What follows belongs to an exercise in optimizing a design on an open flow for small area and a short achievable clock period; a production flow would make more cautious choices. Function was not checked in any run shown here: the RTL went through the layout flow alone.

==> flow/design.v, too long to show whole: its modules and the start of the top module <==
// module Correlation_32: 1084 lines
// module corr32_fa: 4 lines
// module corr32_ha: 4 lines
module Correlation_32(
    input [31:0] Num_1,
    input [31:0] Num_2,
    input [31:0] Num_3,
    input [31:0] Num_4,
    input [31:0] Num_5,
    input [31:0] Num_6,
    input [31:0] Num_7,
    input [31:0] Num_8,
    input [31:0] Num_9,
    input [31:0] Num_10,
    input [31:0] Num_11,
    input [31:0] Num_12,
    input [31:0] Num_13,
    input [31:0] Num_14,
    input [31:0] Num_15,
    input [31:0] Num_16,
    input [31:0] Target_Num,
    input Clock,
    input Reset,
    output reg [3:0] Out_4
    );
  // ...
==> flow/flow/run.sh <==
#!/bin/bash
# Standard ORFS layout (the standard.sh), with the port buffers made from the
# smallest buffer cell, and timing repair aiming for 0 ns of setup slack.
set -euo pipefail
export BUFFER_PORTS_ARGS="-buffer_cell sky130_fd_sc_hd__buf_1"
export SETUP_SLACK_MARGIN=0
bash standard.sh > standard.log 2>&1
==> flow/standard.sh <==
#!/bin/bash
# synth_recipe.tcl (not shown) runs the flow's synth.tcl, then flattens the netlist and writes it again
# the make line also repeats each setting of config.mk as NAME=value (left out here)
make -C /OpenROAD-flow-scripts/flow DESIGN_CONFIG=/design/flow/config.mk WORK_HOME=/design/flow/orfs CLKGATE_MAP_FILE= SYNTH_SCRIPT=/design/flow/synth_recipe.tcl "${@:-finish}"
==> flow/config.mk <==
export PLATFORM = sky130hd
export DESIGN_NAME = Correlation_32
export DESIGN_NICKNAME = Correlation_32
export VERILOG_FILES = /design/flow/design.v
export SDC_FILE = /design/flow/constraint.sdc
export NUM_CORES = 4
export LEC_CHECK = 0
export CAP_MARGIN = 20
export CORE_MARGIN = 2
export CORE_UTILIZATION = 40
export SLEW_MARGIN = 20
export SYNTH_HIERARCHICAL = 1
export SYNTH_MINIMUM_KEEP_SIZE = 0
==> flow/constraint.sdc <==
create_clock -name core_clock -period 50.0 [get_ports {Clock}]
set_input_delay 10.0000 -clock core_clock [delete_from_list [all_inputs] [get_ports {Clock}]]
set_output_delay 10.0000 -clock core_clock [all_outputs]
set_load 0.01 [all_outputs]
==> results.sh, run 1 <==
export IMPL_slew_limit_headroom_pct=24.2
export IMPL_drtPass1Iterations=5
export IMPL_synth_enable_flop_cells=0
export IMPL_yosys_most_used_dff="dfrtp_1"
export IMPL_non_clock_inverter_count=72
export IMPL_antennaDiodeCount=1
export IMPL_seq_share_pct=0.472
export IMPL_critPathTopFamily="adder cells"
export IMPL_routed_wl_um=74500
export IMPL_finish_utilization_pct=46.5
export IMPL_path_class="in2reg"
export IMPL_synth_most_common_cell="xor2_1"
export IMPL_dp_hpwl_um=60400
export IMPL_initialDrtViolationCount=1218
export IMPL_postCtsSetupBuffers=0
export IMPL_status="complete, no violations"
export IMPL_final_cell_mix="517 x buf_1, 512 x xor2_1, 416 x fa_1"
export IMPL_drcViolationCount=0
export IMPL_grt_pass1_wl_um=105000
export IMPL_taps=600
export IMPL_worstPathMaxFanout=16
export IMPL_seq_cells=4
export IMPL_clk_share_pct=0.354
export IMPL_clock_root_buffer="clkbuf_16"
export IMPL_slowest_stage="clkbuf_2"
==> run 2, diff against run 1 <==
==> flow/flow/run.sh (replaced) <==
#!/bin/bash
# Standard ORFS layout (the standard.sh), with the port buffers made from the
# smallest buffer cell, and timing repair aiming for 32 ns of setup slack.
set -euo pipefail
export BUFFER_PORTS_ARGS="-buffer_cell sky130_fd_sc_hd__buf_1"
export SETUP_SLACK_MARGIN=32
bash standard.sh > standard.log 2>&1
==> run 2 against run 1 <==
Effect of this change: via count rose by 0.20%; sequential cell count stayed put; fmax increased by 2.5%; critical path depth rose by 1; critical endpoint unchanged; global-route usage barely moved; worst setup slack improved by 0.44 ns; critical path type unchanged; sequential share of layout area about the same; first-iteration DRC count decreased by 3.7%; routed wire length increased by 0.19%.
==> results.sh, run 2 <==
export IMPL_drive_gt1_share_pct=3.57
export IMPL_viasPerCell=5.45
export IMPL_dieArea_sq_um=48200
export IMPL_initialDrtViolationCount=1173
export IMPL_fin_cells=2699
export IMPL_cp_end_kind="flip-flop"
export IMPL_synthDistinctLibCells=77
export IMPL_postCtsSetupBuffers=0
export IMPL_vias=14700
export IMPL_grt_pass1_vias=16500
export IMPL_required_ns=50.08
export IMPL_status="complete, no violations"
export IMPL_cp_common_cell="fa_1"
export IMPL_cp_depth=26
export IMPL_grt_max_degree=17
export IMPL_worst_slew_pin_slew_ns=1.07
export IMPL_critPathTopFamily="adder cells"
export IMPL_final_common_cell="buf_1"
export IMPL_fmax_ghz=0.0565
export IMPL_yosys_warnings=7
export IMPL_place_area_sq_um=21100
export IMPL_ys_seq_elements=4
export IMPL_synth_most_common_cell="xor2_1"
export IMPL_path_class="in2reg"
export IMPL_slew_viol_final=0
export IMPL_hp_class="in2async"
export IMPL_yosys_most_used_dff="dfrtp_1"
export IMPL_crit_buf_inv=2
export IMPL_final_cell_mix="517 x buf_1, 511 x xor2_1, 416 x fa_1"
export IMPL_die_x_um=219
export IMPL_place_inst=2695
export IMPL_worstPathMaxFanout=16
export IMPL_grt_pass1_wl_um=105000
export IMPL_cts_path_max_buffers=2
export IMPL_fin_nets=3289
export IMPL_synth_top_cell_area_share_pct=44.9
export IMPL_max_stage_delay_ns=0.61
export IMPL_slew_limit_headroom_pct=28.7
export IMPL_clock_root_buffer="clkbuf_16"
export IMPL_tns_ns=0
export IMPL_fillerInstances=4381
export IMPL_syn_nets=2804
export IMPL_rsz0062_at_grt="false"
export IMPL_reg_largest_list="Out_4: 4 flops"
export IMPL_finalSetupViolations=0
export IMPL_die_y_um=219
export IMPL_hold_viol=0
export IMPL_start_util_pct=40.7
export IMPL_synth_top_cells_by_area="fa_1 45%, xor2_1 24%, ha_1 15%, inv_1 1.5%, a21oi_1 1.1%"
export IMPL_cts_made_buffers=3
export IMPL_cts_sinks=4
export IMPL_clk_pin_slew_ns=0.03
export IMPL_htreeDepth=1
export IMPL_crit_end="Out_4[0]$_DFF_PP0_"
export IMPL_dp_hpwl_um=60400
export IMPL_syn_area_per_cell_sq_um=11.5
export IMPL_cts_tree="done"
export IMPL_grt_ovfl_total=0
export IMPL_synth_common_cells="512 x xor2_1, 416 x fa_1, 227 x ha_1"
export IMPL_ys_async_sr_fraction_pct=100
export IMPL_yosysSeqAreaShare_pct=0.539
export IMPL_yosysTopAreaCell="fa_1"
export IMPL_timing_final_crit_share_pct=35.4
export IMPL_gp_congestion=0.994
export IMPL_critPathLaunchType="input port"
export IMPL_syn_cell_area_sq_um=18600
export IMPL_synth_enable_flop_cells=0
export IMPL_ios=550
export IMPL_routed_wl_um=74600
export IMPL_synthCells=1615
export IMPL_grt_use_total_pct=30.8
export IMPL_drtAntennaViolNets=0
export IMPL_coreArea_sq_um=45600
export IMPL_rows=78
export IMPL_drcViolationCount=0
export IMPL_drtPass1Iterations=7
export IMPL_crit_path_start="Target_Num[17]"
export IMPL_top_register="Out_4"
export IMPL_largest_register_ffs=4
export IMPL_finish_utilization_pct=46.9
export IMPL_arrival_ns=17.78
export IMPL_grt_antenna_before_repair=2
export IMPL_portBuffers=549
export IMPL_design_area_sq_um=21400
export IMPL_syn2layout_area_growth_pct=15.0
export IMPL_slowest_stage="fa_1"
export IMPL_ctsHoldBuffers=0
export IMPL_wl_per_cell_um=27.7
export IMPL_cap_violations=0
export IMPL_min_period_ns=17.70
run 2: cell counts after synthesis:
Identical to the previous run, type by type.
run 2: worst min-delay path by stage:
stage / start / endpoint / slack (ns) / depth (start not counted)
final: Reset / Out_4[3]$_DFF_PP0_ / 9.65 / 2
after global routing: Reset / Out_4[1]$_DFF_PP0_ / 9.67 / 2
after CTS: Reset / Out_4[3]$_DFF_PP0_ / 9.66 / 2
after detailed placement: Reset / Out_4[2]$_DFF_PP0_ / 9.89 / 2
after global placement: Reset / Out_4[2]$_DFF_PP0_ / 9.89 / 2
after floorplan: Reset / Out_4[0]$_DFF_PP0_ / 9.77 / 1
run 2: cell type report:
cell class	count	area [sq um]	area share [%]
diodes	1	2.50	0.0117
clock buffers	3	75.1	0.352
inverters	72	270	1.27
multi-input cells	1470	17900	84.0
flip-flops and latches	4	100	0.469
well taps	600	751	3.52
repair buffers	549	2210	10.3
run 2: cells by family (layout without fill, tap and decap cells):
group	Yosys count	after routing	synth area share (%)
buffers and inverters	141	624	2.98
XOR/XNOR	512	512	24.2
flip-flops	4	4	0.539
adder cells (fa/ha/maj)	644	644	60.2
other	0	1	0
AND/OR/NAND/NOR	124	124	4.10
AO/OA/AOI/OAI	190	190	8.02
run 2: timing repair:
item / in CTS / in global routing
pin swaps: 0 / 0
setup endpoints to repair: 2 / 4
hold endpoints to repair: 0 / 0
resized for setup: 4 / 82
run 2: routing by layer:
layer  track usage, %  routed length, um
met2             52.0              35800
met5                0                 13
met3             5.57               5900
met4             11.3               3130
met1             39.3              29800
run 2: metrics by stage:
stage               hold slack, ns  setup WS, ns
floorplan                     9.77         32.49
global placement              9.89         31.91
detailed placement            9.89         31.75
CTS                           9.66         32.01
global route                  9.67         31.99
finish                        9.65         32.30
run 2: modules after synthesis (local to each module, per instance):
module,area [sq um],times used
corr32_ha,12.5,80
Correlation_32,9240,1
corr32_fa,20.0,416
==> run 3, diff against run 2 <==
==> flow/flow/run.sh (replaced) <==
#!/bin/bash
# Standard ORFS layout (the standard.sh), with the port buffers made from the
# smallest buffer cell, and timing repair aiming for 34 ns of setup slack.
set -euo pipefail
export BUFFER_PORTS_ARGS="-buffer_cell sky130_fd_sc_hd__buf_1"
export SETUP_SLACK_MARGIN=34
bash standard.sh > standard.log 2>&1
==> run 3 against run 2 <==
Effect of this change: first-iteration DRC count decreased by 13%; hold slack gained 0.013 ns; worst setup slack better by 0.64 ns; die area is the same; non-clock buffer count increased by 52; sequential cell count unchanged; sequential share of layout area is essentially flat; cell count increased by 1.9%; critical path type unchanged; critical endpoint unchanged.
==> results.sh, run 3 <==
export IMPL_multi_input_area_sq_um=19500
export IMPL_start_util_pct=40.7
export IMPL_cts_sinks=4
export IMPL_syn_area_per_cell_sq_um=11.5
export IMPL_slew_viol_final=0
export IMPL_place_area_sq_um=21800
export IMPL_critPathLaunchType="input port"
export IMPL_drtAntennaViolNets=0
export IMPL_synthCells=1615
export IMPL_synthDistinctLibCells=77
export IMPL_hp_class="in2async"
export IMPL_fillerInstances=4101
export IMPL_synth_enable_flop_cells=0
export IMPL_ctsHoldBuffers=0
export IMPL_slew_limit_headroom_pct=62.7
export IMPL_gp_congestion=0.996
export IMPL_final_cell_mix="517 x buf_1, 431 x xor2_1, 379 x fa_1"
export IMPL_yosys_most_used_dff="dfrtp_1"
export IMPL_rsz0062_at_grt="true"
export IMPL_yosysSeqAreaShare_pct=0.539
export IMPL_drive_gt1_share_pct=16.1
export IMPL_synth_most_common_cell="xor2_1"
export IMPL_top_register="Out_4"
export IMPL_synth_common_cells="512 x xor2_1, 416 x fa_1, 227 x ha_1"
export IMPL_dp_hpwl_um=66500
export IMPL_htreeDepth=1
export IMPL_required_ns=50.09
export IMPL_largest_register_ffs=4
export IMPL_tns_ns=0
export IMPL_slowest_stage="fa_1"
export IMPL_drtPass1Iterations=9
export IMPL_ys_seq_elements=4
export IMPL_grt_ovfl_total=0
export IMPL_rows=78
export IMPL_clk_pin_slew_ns=0.03
export IMPL_die_x_um=219
export IMPL_arrival_ns=17.14
export IMPL_reg_largest_list="Out_4: 4 flops"
export IMPL_setup_ws_ns=32.95
export IMPL_synth_top_cells_by_area="fa_1 45%, xor2_1 24%, ha_1 15%, inv_1 1.5%, a21oi_1 1.1%"
export IMPL_min_period_ns=17.05
export IMPL_grt_use_total_pct=32.4
export IMPL_final_common_cell="buf_1"
export IMPL_finalSetupViolations=0
export IMPL_fmax_ghz=0.0586
export IMPL_fin_nets=3341
export IMPL_drcViolationCount=0
export IMPL_synth_top_cell_area_share_pct=44.9
export IMPL_grt_pass1_vias=17300
export IMPL_syn2layout_area_growth_pct=28.0
export IMPL_cts_path_max_buffers=2
export IMPL_clock_root_buffer="clkbuf_16"
export IMPL_vias=15100
export IMPL_grt_antenna_before_repair=1
export IMPL_syn_nets=2804
export IMPL_max_stage_delay_ns=0.55
export IMPL_cts_tree="done"
export IMPL_initialDrtViolationCount=1019
export IMPL_timing_final_crit_share_pct=34.1
export IMPL_ys_async_sr_fraction_pct=100
export IMPL_wl_per_cell_um=28.5
export IMPL_wl_met1_um=28300
export IMPL_dieArea_sq_um=48200
export IMPL_ios=550
export IMPL_top_layer="met4"
export IMPL_yosysTopAreaCell="fa_1"
export IMPL_cp_end_kind="flip-flop"
export IMPL_coreArea_sq_um=45600
export IMPL_viasPerCell=5.48
export IMPL_route_met3_wl_um=5840
export IMPL_portBuffers=549
export IMPL_path_class="in2reg"
export IMPL_wl_met2_um=39200
export IMPL_regArea_sq_um=100
export IMPL_cap_violations=0
export IMPL_worst_slew_pin_slew_ns=0.554
export IMPL_design_area_sq_um=23800
export IMPL_syn_cell_area_sq_um=18600
export IMPL_hold_viol=0
export IMPL_grt_pass1_wl_um=111000
export IMPL_yosys_warnings=7
export IMPL_routed_wl_um=78500
export IMPL_status="complete, no violations"
export IMPL_worstPathMaxFanout=6
export IMPL_die_y_um=219
export IMPL_grt_max_degree=17
export IMPL_pre_cts_ws_ns=31.91
export IMPL_cts_made_buffers=3
==> run 3: cell counts after synthesis <==
No cell type changed its count.
==> run 3: layout make-up <==
| cell class | count | area share (%) |
|---|---|---|
| diodes | 1 | 0.0105 |
| clock buffers | 3 | 0.316 |
| inverters | 72 | 1.14 |
| multi-input cells | 1470 | 82.0 |
| flip-flops and latches | 4 | 0.421 |
| well taps | 600 | 3.16 |
| repair buffers | 601 | 12.9 |
==> run 3: per-layer routing <==
layer / vias to the layer above / global-route usage, %
met5: - / 0
met4: 0 / 18.6
met3: 184 / 5.71
met2: 831 / 56.1
met1: 7680 / 37.7
li1: 6377 / -
==> run 3: path summary, 6_finish.rpt <==
check	end	cells after the start	from
setup / recovery	Out_4[0]$_DFF_PP0_	30	Target_Num[27]
min in group core_clock	Out_4[2]	1	Out_4[2]$_DFF_PP0_
hold / removal	Out_4[1]$_DFF_PP0_	2	Reset
max in group asynchronous	Out_4[3]$_DFF_PP0_	2	Reset
==> run 3: what timing repair did <==
| action | CTS | global route |
|---|---|---|
| resized for setup | 211 | 38 |
| setup endpoints to repair | 4 | 4 |
| gates cloned | 2 | 0 |
| pin swaps | 62 | 32 |
| setup buffers | 35 | 10 |
==> run 3: cells by family after synthesis <==
| kind of cell | synth area share [%] |
|---|---|
| adder cells (fa/ha/maj) | 60.2 |
| flip-flops | 0.539 |
| AO/OA/AOI/OAI | 8.02 |
| AND/OR/NAND/NOR | 4.10 |
| buffers and inverters | 2.98 |
| XOR/XNOR | 24.2 |
==> run 3: worst max-delay path: cells and delay by family <==
family	cells	cell delay (ns)
AOI/OAI and AO/OA	9	1.53
and+or+nand+nor	2	0.45
xor gates and xnor gates	1	0.18
buffers and inverters	6	0.92
adders and majority gates	12	4.03
==> run 3: metrics by stage <==
stage               utilization [%]  hold slack [ns]  cells
detailed placement             47.8             9.91   2700
global placement               47.8             9.90   2700
CTS                            51.3             9.67   2740
global route                   52.1             9.68   2751
floorplan                         -             9.77   1615
finish                         52.1             9.66   2751
==> run 3: Yosys stat by module (local to each module, per instance) <==
module          cell area (sq um)  cells  times used
Correlation_32               9240   1119           1
corr32_fa                    20.0      1         416
corr32_ha                    12.5      1          80
==> run 4, diff against run 3 <==
==> flow/flow/run.sh (replaced) <==
#!/bin/bash
# Standard ORFS layout (the standard.sh), with the port buffers made from the
# smallest buffer cell, and timing repair aiming for 36 ns of setup slack.
set -euo pipefail
export BUFFER_PORTS_ARGS="-buffer_cell sky130_fd_sc_hd__buf_1"
export SETUP_SLACK_MARGIN=36
bash standard.sh > standard.log 2>&1
==> run 4 against run 3 <==
Effect of this change: routed wire length did not move; fmax is the same; non-clock buffer count stayed put; critical path type unchanged; highest routed layer unchanged.
==> results.sh, run 4 <==
export IMPL_cts_made_buffers=3
export IMPL_hold_viol=0
export IMPL_gp_congestion=0.996
export IMPL_die_x_um=219
export IMPL_fmax_ghz=0.0586
export IMPL_finish_utilization_pct=52.1
export IMPL_slowest_stage="fa_1"
export IMPL_worstPathMaxFanout=6
export IMPL_ios=550
export IMPL_syn2layout_area_growth_pct=28.0
export IMPL_grt_max_degree=17
export IMPL_viasPerCell=5.48
export IMPL_grt_ovfl_total=0
export IMPL_status="complete, no violations"
export IMPL_arrival_ns=17.14
export IMPL_tns_ns=0
export IMPL_dp_hpwl_um=66500
export IMPL_fin_nets=3341
export IMPL_synth_most_common_cell="xor2_1"
export IMPL_die_y_um=219
export IMPL_final_cell_mix="517 x buf_1, 431 x xor2_1, 379 x fa_1"
export IMPL_coreArea_sq_um=45600
export IMPL_top_register="Out_4"
export IMPL_drcViolationCount=0
export IMPL_portBuffers=549
export IMPL_synth_enable_flop_cells=0
export IMPL_drtPass1Iterations=9
export IMPL_final_common_cell="buf_1"
export IMPL_start_util_pct=40.7
export IMPL_clk_pin_slew_ns=0.03
export IMPL_synthDistinctLibCells=77
export IMPL_drtAntennaViolNets=0
export IMPL_synth_top_cells_by_area="fa_1 45%, xor2_1 24%, ha_1 15%, inv_1 1.5%, a21oi_1 1.1%"
export IMPL_ys_seq_elements=4
export IMPL_slew_limit_headroom_pct=62.7
export IMPL_finalSetupViolations=0
export IMPL_worst_slew_pin_slew_ns=0.554
export IMPL_yosys_most_used_dff="dfrtp_1"
export IMPL_cap_violations=0
export IMPL_grt_antenna_before_repair=1
export IMPL_multi_input_area_sq_um=19500
export IMPL_syn_cell_area_sq_um=18600
export IMPL_required_ns=50.09
export IMPL_grt_pass1_vias=17300
export IMPL_largest_register_ffs=4
export IMPL_vias=15100
export IMPL_dieArea_sq_um=48200
export IMPL_hp_class="in2async"
export IMPL_synthCells=1615
export IMPL_yosysTopAreaCell="fa_1"
export IMPL_fillerInstances=4101
export IMPL_syn_area_per_cell_sq_um=11.5
export IMPL_regArea_sq_um=100
export IMPL_wl_per_cell_um=28.5
export IMPL_critPathLaunchType="input port"
export IMPL_routed_wl_um=78500
export IMPL_cts_sinks=4
export IMPL_yosys_warnings=7
export IMPL_clock_root_buffer="clkbuf_16"
export IMPL_min_period_ns=17.05
export IMPL_reg_largest_list="Out_4: 4 flops"
export IMPL_syn_nets=2804
export IMPL_rsz0062_at_grt="true"
export IMPL_timing_final_crit_share_pct=34.1
export IMPL_synth_common_cells="512 x xor2_1, 416 x fa_1, 227 x ha_1"
export IMPL_drive_gt1_share_pct=16.1
export IMPL_ys_async_sr_fraction_pct=100
export IMPL_initialDrtViolationCount=1019
export IMPL_slew_viol_final=0
export IMPL_path_class="in2reg"
export IMPL_fin_cells=2751
export IMPL_rows=78
export IMPL_cp_end_kind="flip-flop"
export IMPL_grt_pass1_wl_um=111000
export IMPL_max_stage_delay_ns=0.55
export IMPL_place_inst=2700
export IMPL_synth_top_cell_area_share_pct=44.9
export IMPL_cts_path_max_buffers=2
export IMPL_cts_tree="done"
export IMPL_yosysSeqAreaShare_pct=0.539
export IMPL_grt_use_total_pct=32.4
export IMPL_htreeDepth=1
==> run 4: per-module statistics from Yosys (local to each module, per instance) <==
| module | flops+latches | cells |
|---|---|---|
| Correlation_32 | 4 | 1119 |
| corr32_ha | 0 | 1 |
| corr32_fa | 0 | 1 |
==> run 4: repair_timing <==
item / in CTS / in global routing
buffers inserted: 35 / 10
setup endpoints to repair: 4 / 4
hold buffers: 0 / 0
endpoints found under the hold margin: 0 / 0
gates cloned: 2 / 0
gates resized for setup: 211 / 38
pin swaps: 62 / 32
==> run 4: metrics by stage <==
stage	setup WS (ns)	hold WS [ns]	cell area, sq um
detailed placement	31.91	9.91	21800
global placement	32.15	9.90	21800
floorplan	33.30	9.77	19800
finish	32.95	9.66	23800
CTS	33.06	9.67	23400
global route	32.74	9.68	23800
==> run 4: path summary, 6_finish.rpt <==
path / from / endpoint / slack, ns / cells after the start
worst max-delay path: Target_Num[27] / Out_4[0]$_DFF_PP0_ / 32.95 / 30
min in group core_clock: Out_4[2]$_DFF_PP0_ / Out_4[2] / 10.75 / 1
worst min-delay path: Reset / Out_4[1]$_DFF_PP0_ / 9.66 / 2
max in group asynchronous: Reset / Out_4[3]$_DFF_PP0_ / 40.17 / 2
==> run 4: final cells by class <==
| class | instances | area share [%] |
|---|---|---|
| repair buffers | 601 | 12.9 |
| well taps | 600 | 3.16 |
| inverters | 72 | 1.14 |
| multi-input cells | 1470 | 82.0 |
| flip-flops and latches | 4 | 0.421 |
| diodes | 1 | 0.0105 |
| clock buffers | 3 | 0.316 |
==> run 4: worst max-delay path, delay by kind of cell <==
family                   cells  cell delay [ns]
AO/OA/AOI/OAI                9             1.53
adder cells (fa/ha/maj)     12             4.03
AND/OR/NAND/NOR              2             0.45
buffers and inverters        6             0.92
XOR/XNOR                     1             0.18
==> run 4: logic make-up after synthesis <==
logic type / after synthesis / share of synthesized area (%)
compound gates: 190 / 8.02
xor+xnor: 512 / 24.2
fa+ha+maj: 644 / 60.2
buf+inv: 141 / 2.98
flops: 4 / 0.539
simple gates: 124 / 4.10
==> run 4: per-layer routing <==
metal	track usage (%)	routed length [um]	vias to the layer above
met4	18.6	5100	0
met1	37.7	28300	7680
met2	56.1	39200	831
li1	-	-	6377
met5	0	0	-
met3	5.71	5840	184

==> afterwards: timing with drivers on the ports <==
How much do the figures lean on ideal ports? The routed layouts below were timed once more, with nothing changed but the port constraints. Step 1: set_driving_cell puts a clkbuf_16 on Clock and a buf_2 on each other input, an assumption about the parent block. Step 2 times the ports against the registers' clock, not the clock port: input delays grow and output delays shrink by t, the midpoint of the rising clock arrivals with the driver on. Slacks: ideal ports / drivers / drivers and shift; pairs: ideal ports / drivers.
run	t, ns	slack for setup (ns)	pins driven straight from the clock port
run 1	0.263	31.858 / 31.875 / 31.612	1
run 2	0.264	32.301 / 32.246 / 31.982	1
run 3	0.258	32.946 / 32.951 / 32.694	1
run 4	0.258	32.946 / 32.951 / 32.694	1
After both steps every run listed still meets setup and hold. The setup slack of run 2, which loses most, moves by -0.055 ns with the drivers and by -0.319 ns with both steps.
